From an optimization exercise on the open Yosys and OpenROAD flow, aimed at small area, a short achievable clock period and few clock cycles per item; shortcuts taken in it are not production practice.
The RTL was checked by simulation tests, not by an equivalence proof against the original design.
No activity file was given, so power comes from the tool's default toggle rates.

$ cat config.mk
export PLATFORM = sky130hd
export DESIGN_NAME = top
export DESIGN_NICKNAME = top
export VERILOG_FILES = /design/flow/design.v
export SDC_FILE = /design/flow/constraint.sdc
export NUM_CORES = 4
export LEC_CHECK = 0
export CAP_MARGIN = 20
export CORE_MARGIN = 2
export CORE_UTILIZATION = 30
export SLEW_MARGIN = 20
$ cat design.v
`timescale 1ns / 1 ps
module SRAM (ReadAddress, ReadBus);
input  [3:0] ReadAddress;  
output [31:0] ReadBus;
reg [31:0]   ReadBus;
always@(*)
  begin
    case(ReadAddress)
      4'd0:  ReadBus = 32'h0000616e ;
      4'd1:  ReadBus = 32'h66726564 ;
      4'd2:  ReadBus = 32'h00616e64 ;
      4'd3:  ReadBus = 32'h66726f64 ;
      4'd4:  ReadBus = 32'h00626174 ;
      4'd5:  ReadBus = 32'h62617474 ;
      4'd6:  ReadBus = 32'h616e6469 ;
      4'd7:  ReadBus = 32'h616e6465 ;
      4'd8:  ReadBus = 32'h66726565 ;
      4'd9:  ReadBus = 32'h00626168 ;
      4'd10: ReadBus = 32'h00000061 ;
      4'd11: ReadBus = 32'h66726f67 ;
      4'd12: ReadBus = 32'h66656564 ;
      4'd13: ReadBus = 32'h00666565 ;
      4'd14: ReadBus = 32'h00666564 ;
      default: ReadBus = 32'h00616e74 ;
    endcase
  end
endmodule
`timescale 1ns / 1 ps
module Match (clock, reset, DataIn, Go_flag, Data, Address, Found, Ready) ;
input clock ;
input reset ;
input [7:0] DataIn ;
input Go_flag ;
output reg [3:0] Address ;
input [31:0] Data ;
output reg [31:0] Found ;
output Ready ;
wire [31:0] Word1, Word2, Word3, Word4 ;
wire [31:0] ex1, ex2, ex3 ;
reg [31:0] theMatch ;  
reg [7:0] Data1, Data2, Data3 ;
reg [31:0] Data_buffer ;
reg [7:0] DataIn_buffer ;
reg [1:0] state ;
reg [3:0] isMatch ;
reg [2:0] isMatchEx ;
reg C_out ;
parameter S0 = 0, S1 = 1, S2 = 2, S3 = 3 ;
assign Ready = (state == S0) ;
assign Word1 = {{24'd0},{DataIn_buffer}} ;
assign Word2 = {{16'd0},{Data1},{DataIn_buffer}} ;
assign Word3 = {{8'd0},{Data2},{Data1},{DataIn_buffer}} ;
assign Word4 = {{Data3},{Data2},{Data1},{DataIn_buffer}} ;
assign ex1 = {{24'd0},{Data1}} ;
assign ex2 = {{16'd0},{Data2},{Data1}} ;
assign ex3 = {{8'd0},{Data3},{Data2},{Data1}} ;
always@(isMatch or isMatchEx or ex1 or ex2 or ex3 or Word4)
	if(isMatch[3]) theMatch = Word4 ;
	else if (~isMatch[3] && isMatchEx[2]) theMatch = ex3 ;
	else if (~isMatch[2] && isMatchEx[1]) theMatch = ex2 ;
	else if (~isMatch[1] && isMatchEx[0]) theMatch = ex1 ;
	else theMatch = 0 ;
always@(posedge clock)
if(reset) begin
	state = S0 ;
	Found = 0 ;
	isMatch = 4'b0000 ;
	isMatchEx = 3'b000 ;
	Address = 0 ;
	C_out = 0 ;
	DataIn_buffer <= 0 ;
	Data1 <= 0 ;
	Data2 <= 0 ;
	Data3 <= 0 ;
end
else
case(state)
S0: begin
	Found = 0 ;
	isMatch = 4'b0000 ;
	Address = 0 ;
	C_out = 0 ;
	if(Go_flag) begin
		state = S3 ;
		DataIn_buffer <= DataIn ;
		Data1 <= DataIn_buffer ;
		Data2 <= Data1 ;
		Data3 <= Data2 ;
	end
	else state = S0 ;
end
S1: begin
	if(Data_buffer == Word1) isMatch[0] = 1 ;
	if(Data_buffer == Word2) isMatch[1] = 1 ;
	if(Data_buffer == Word3) isMatch[2] = 1 ;
	if(Data_buffer == Word4) begin isMatch[3] = 1 ; state = S2 ;  end
	else begin		
		if(~C_out) state = S3 ;
		else if(C_out)begin
			if(|theMatch) state = S2 ;
			else begin
				isMatchEx = isMatch[2:0] ;
				state = S0 ;
			end
		end
	end
end
S2: begin
	Found = theMatch ;
	state = S0 ;
	isMatchEx = isMatch[2:0] ;
end
S3: begin
	Data_buffer = Data ;
	{{C_out},{Address}} = Address + 1 ;
	state = S1 ;
end
default: state = S0 ;
endcase
endmodule
`timescale 1ns / 1 ps
module top(clock, reset, DataIn, Go_flag, Found, Ready) ;
 input clock ;
 input reset ;
 input [7:0] DataIn ;
 input Go_flag ;
 output [31:0] Found ; 
 output Ready ;
 wire [3:0] Address ;
 wire [31:0] Data ;
Match Match_DUT(.clock(clock), .reset(reset), .DataIn(DataIn), .Go_flag(Go_flag), .Data(Data), .Address(Address), .Found(Found), .Ready(Ready));
SRAM MatchMemory(.ReadAddress(Address), .ReadBus(Data)) ;
endmodule
$ cat constraint.sdc
create_clock -name core_clock -period 3.5 [get_ports {clock}]
set_input_delay 0.7000 -clock core_clock [delete_from_list [all_inputs] [get_ports {clock}]]
set_output_delay 0.7000 -clock core_clock [all_outputs]
set_load 0.01 [all_outputs]
$ cat run.sh
#!/bin/bash
# synth_recipe.tcl (not shown) runs the flow's synth.tcl, then flattens the netlist and writes it again
# the make line also repeats each setting of config.mk as NAME=value (left out here)
make -C /OpenROAD-flow-scripts/flow DESIGN_CONFIG=/design/flow/config.mk WORK_HOME=/design/flow/orfs CLKGATE_MAP_FILE= SYNTH_SCRIPT=/design/flow/synth_recipe.tcl finish
==> out/results.txt <==
grt total ovfl - 0
root buffer cell - clkbuf_16
GRT Overall Usage - 15.3%
outcome - finished clean
flop-to-flop setup slack - 1240 ps
CTS Buf Count - 9
Crit Path Max Fanout - 6
core area - 14600 µm²
YS warnings - 2
vias in the first global route - 3648
Final Hold Vio Count - 0
Placed Instance Area - 5070 µm²
Worst slew margin - 41.2%
crit start category - flop
CTS tree - done
RSZ-0062 raised after global routing - no
H-tree depth - 3
filler instances - 1448
Worst Setup End Kind - output pin
Fin Clk Skew - 12.4 ps
Final Cycle Share - 66.6%
highest routed layer - met4
Post-Synthesis Cells - 521
Sink Count - 97
Die Y-Extent - 126 µm
Remaining DRCs - 0
sequential share of the synthesized area - 47.5%
flops & latches, synth - 97
buffer depth of the longest clock path - 2
Post-CTS Resized - 0
Setup TNS Final - 0 ps
nets@finish - 573
Setup violations, final - 0
Area Overhead vs Synth - 19.6%
WL met3 - 610 µm
Fmax - 429 MHz
FF/Latch Area - 2130 µm²
Port Buf Inserts - 43
vias per cell - 5.29
n_diodes - 0
Crit Path Class - flop to output pin
Setup Buffers After CTS - 0
Met1 Routed Length - 5410 µm
I/O pin cnt - 44
Initial Util - 30.8%
PD cells - 461 nW/µm²
Hold Buf Count CTS - 0
WL final - 11800 µm
Mapped Nets - 546
minimum clock period - 2330 ps
FP Rows - 44
Slew Viols, Final - 0
DR WL/cell - 16.1 µm
Clock Latency Late Sink - 360 ps
Die Area - 16000 µm²
first-pass GRT wire length - 19400 µm
Most used DFF post-synth - dfxtp_1
LEAKAGE - 1.88 nW
synthesized area - 4490 µm²
global placement routability congestion - 0.904
Final Cell Area - 5370 µm²
largest net degree at the start of global routing - 36
die width - 126 µm
Max IR drop VDD - 0.237 mV
Max-Cap Viols - 0
Post-synth EDFFs - 19
Tightest Pin Transition - 878 ps
initial antenna violation count - 0
initial DRC count - 412
Syn Area/Cell - 8.61 µm²
Final Total Pwr - 2.48 mW
required time worst endpoint - 2800 ps
Async S/R FF share, synth - 0%
routed vias - 3898
share of cells above drive strength 1 - 5.06%
critical path arrival - 1630 ps
Netlist cell types - 46
Met2 Wirelength - 5520 µm
multi-input logic area - 2170 µm²
dpl hpwl - 8430 µm
Final ANT Viol Nets - 0
hold crit path type - flop to flop
TritonRoute pass-1 iters - 5
clk slew on worst S/H paths - 70 ps
==> cell usage after synthesis (all sizes together) (4+ instances only) <==
| master | instances | area (µm²) |
|---|---|---|
| nor2 | 60 | 225 |
| dfxtp | 78 | 1560 |
| xnor2 | 5 | 43.8 |
| inv | 13 | 48.8 |
| a311oi | 4 | 35.0 |
| nand2b | 6 | 37.5 |
| a31oi | 4 | 25.0 |
| ha | 14 | 175 |
| a21oi | 47 | 235 |
| clkbuf | 33 | 124 |
| xor2 | 11 | 96.3 |
| a22oi | 33 | 248 |
| nand2 | 86 | 323 |
| nand3 | 9 | 45.0 |
| edfxtp | 19 | 571 |
| or3 | 5 | 31.3 |
| nor3 | 11 | 55.1 |
| nor4 | 8 | 50.1 |
| o21ai | 10 | 50.1 |
| a22o | 22 | 195 |
==> kinds of logic (layout without fill, tap and decap cells) <==
family,after synthesis,count (layout),synth area share (%)
AOI/OAI and AO/OA,140,140,21.1
xor gates and xnor gates,16,16,3.12
adders and majority gates,14,14,3.90
buffers and inverters,49,81,4.13
DFF,97,97,47.5
and+or+nand+nor,205,205,20.2
==> metrics by stage <==
stage          hold slack (ps)  utilization, %  setup WS [ps]  std cells
2_1_floorplan              454               -           1160        521
3_3_place_gp               489            34.8           1390        721
3_5_place_dp               495            34.8           1320        721
4_1_cts                    503            36.8           1140        737
5_1_grt                    530            36.8           1060        737
6_report                   507            36.8           1170        737
==> area by class of cell <==
type | instances | area share (%)
clock buffer | 12 | 4.99
clock inverter | 4 | 0.559
inverter | 14 | 0.979
multi-input combinational | 375 | 40.4
sequential | 97 | 39.7
tap | 184 | 4.29
timing repair buffer | 51 | 9.04
==> sequential cells by signal (all words and copies together) (netlist names) <==
name	count
Match_DUT.DataIn_buffer	8
Match_DUT.Found	32
Match_DUT.C_out	1
Match_DUT.state	2
Match_DUT.Data2	8
Match_DUT.Data1	8
Match_DUT.isMatch	4
Match_DUT.Data3	8
Match_DUT.Data_buffer	19
Match_DUT.Address	4
Match_DUT.isMatchEx	3
==> worst max-delay path, cell delays in order, from the launching register on <==
cell             delay, ps
dfxtp_1                340
inv_1                   80
ha_1                   270
clkdlybuf4s50_1        590
==> where the power goes <==
part | switching, mW | total, mW | internal (mW)
Combinational | 0.203 | 0.291 | 0.0878
Clock | 0.437 | 0.986 | 0.549
Sequential | 0.0347 | 1.20 | 1.16
Total | 0.675 | 2.48 | 1.80
==> cells in the final DEF (no fill, tap or decap), types with 3 or more instances in the layout <==
| cell | n |
|---|---|
| inv_1 | 13 |
| a311oi_1 | 4 |
| a211oi_1 | 3 |
| a21oi_1 | 47 |
| nor2b_1 | 3 |
| dfxtp_1 | 78 |
| ha_1 | 14 |
| a31oi_1 | 4 |
| buf_4 | 8 |
| nor2_1 | 60 |
| xnor2_1 | 5 |
| clkdlybuf4s50_1 | 42 |
| nand2b_1 | 6 |
| or4_1 | 3 |
| o21ai_0 | 10 |
| nand2_1 | 86 |
| nor4_1 | 8 |
| a22o_1 | 20 |
| clkbuf_16 | 10 |
| a21o_1 | 3 |
| nor3_1 | 11 |
| or3_1 | 5 |
| and3_1 | 3 |
| nand4_1 | 3 |
| nand3_1 | 9 |
| a22oi_1 | 33 |
| edfxtp_1 | 19 |
| xor2_1 | 11 |
==> final timing paths <==
path	startpoint	end	cells after the start
setup / recovery	Match_DUT.state[1]	Ready	3
setup reg to reg	Match_DUT.isMatch[3]	Match_DUT.isMatchEx[1]	7
hold reg to reg	Match_DUT.DataIn_buffer[5]	Match_DUT.Data1[5]	2
hold / removal	Match_DUT.DataIn_buffer[5]	Match_DUT.Data1[5]	2
==> layer usage <==
metal  vias to the layer above  track usage, %
met5                         -               0
met4                         0            6.08
met3                        19            4.05
met2                       119            24.1
met1                      1855            20.1
li1                       1905               -
Testbench counts, summed over its fixed seeds: cycles 100,608, chars 3,200.

[afterwards: timing with drivers on the ports]
The flow's constraints put no driver on any port. The routed layout listed below was extracted and timed again, unchanged, in two steps.
Step 1 (the two cells are an assumption about what drives the block):
set clk [get_ports {clock}]
set_driving_cell -lib_cell sky130_fd_sc_hd__clkbuf_16 $clk
set_driving_cell -lib_cell sky130_fd_sc_hd__buf_2 [delete_from_list [all_inputs] $clk]
Step 2 moves the port delays by t, midway between the first and last clock arrival at a register: inputs arrive t later, outputs are due t later. That takes back most of the time a late clock gives input paths.
Slacks: ideal ports / drivers / drivers and shift; pairs: ideal ports / drivers.
t, ns: 0.392
setup WS [ns]: 1.168 / 1.129 / 1.237
cell pins on the clock port's net: 1
After both steps this run still meets setup and hold. The setup slack of this run moves by -0.039 ns with the drivers and by +0.069 ns with both steps.
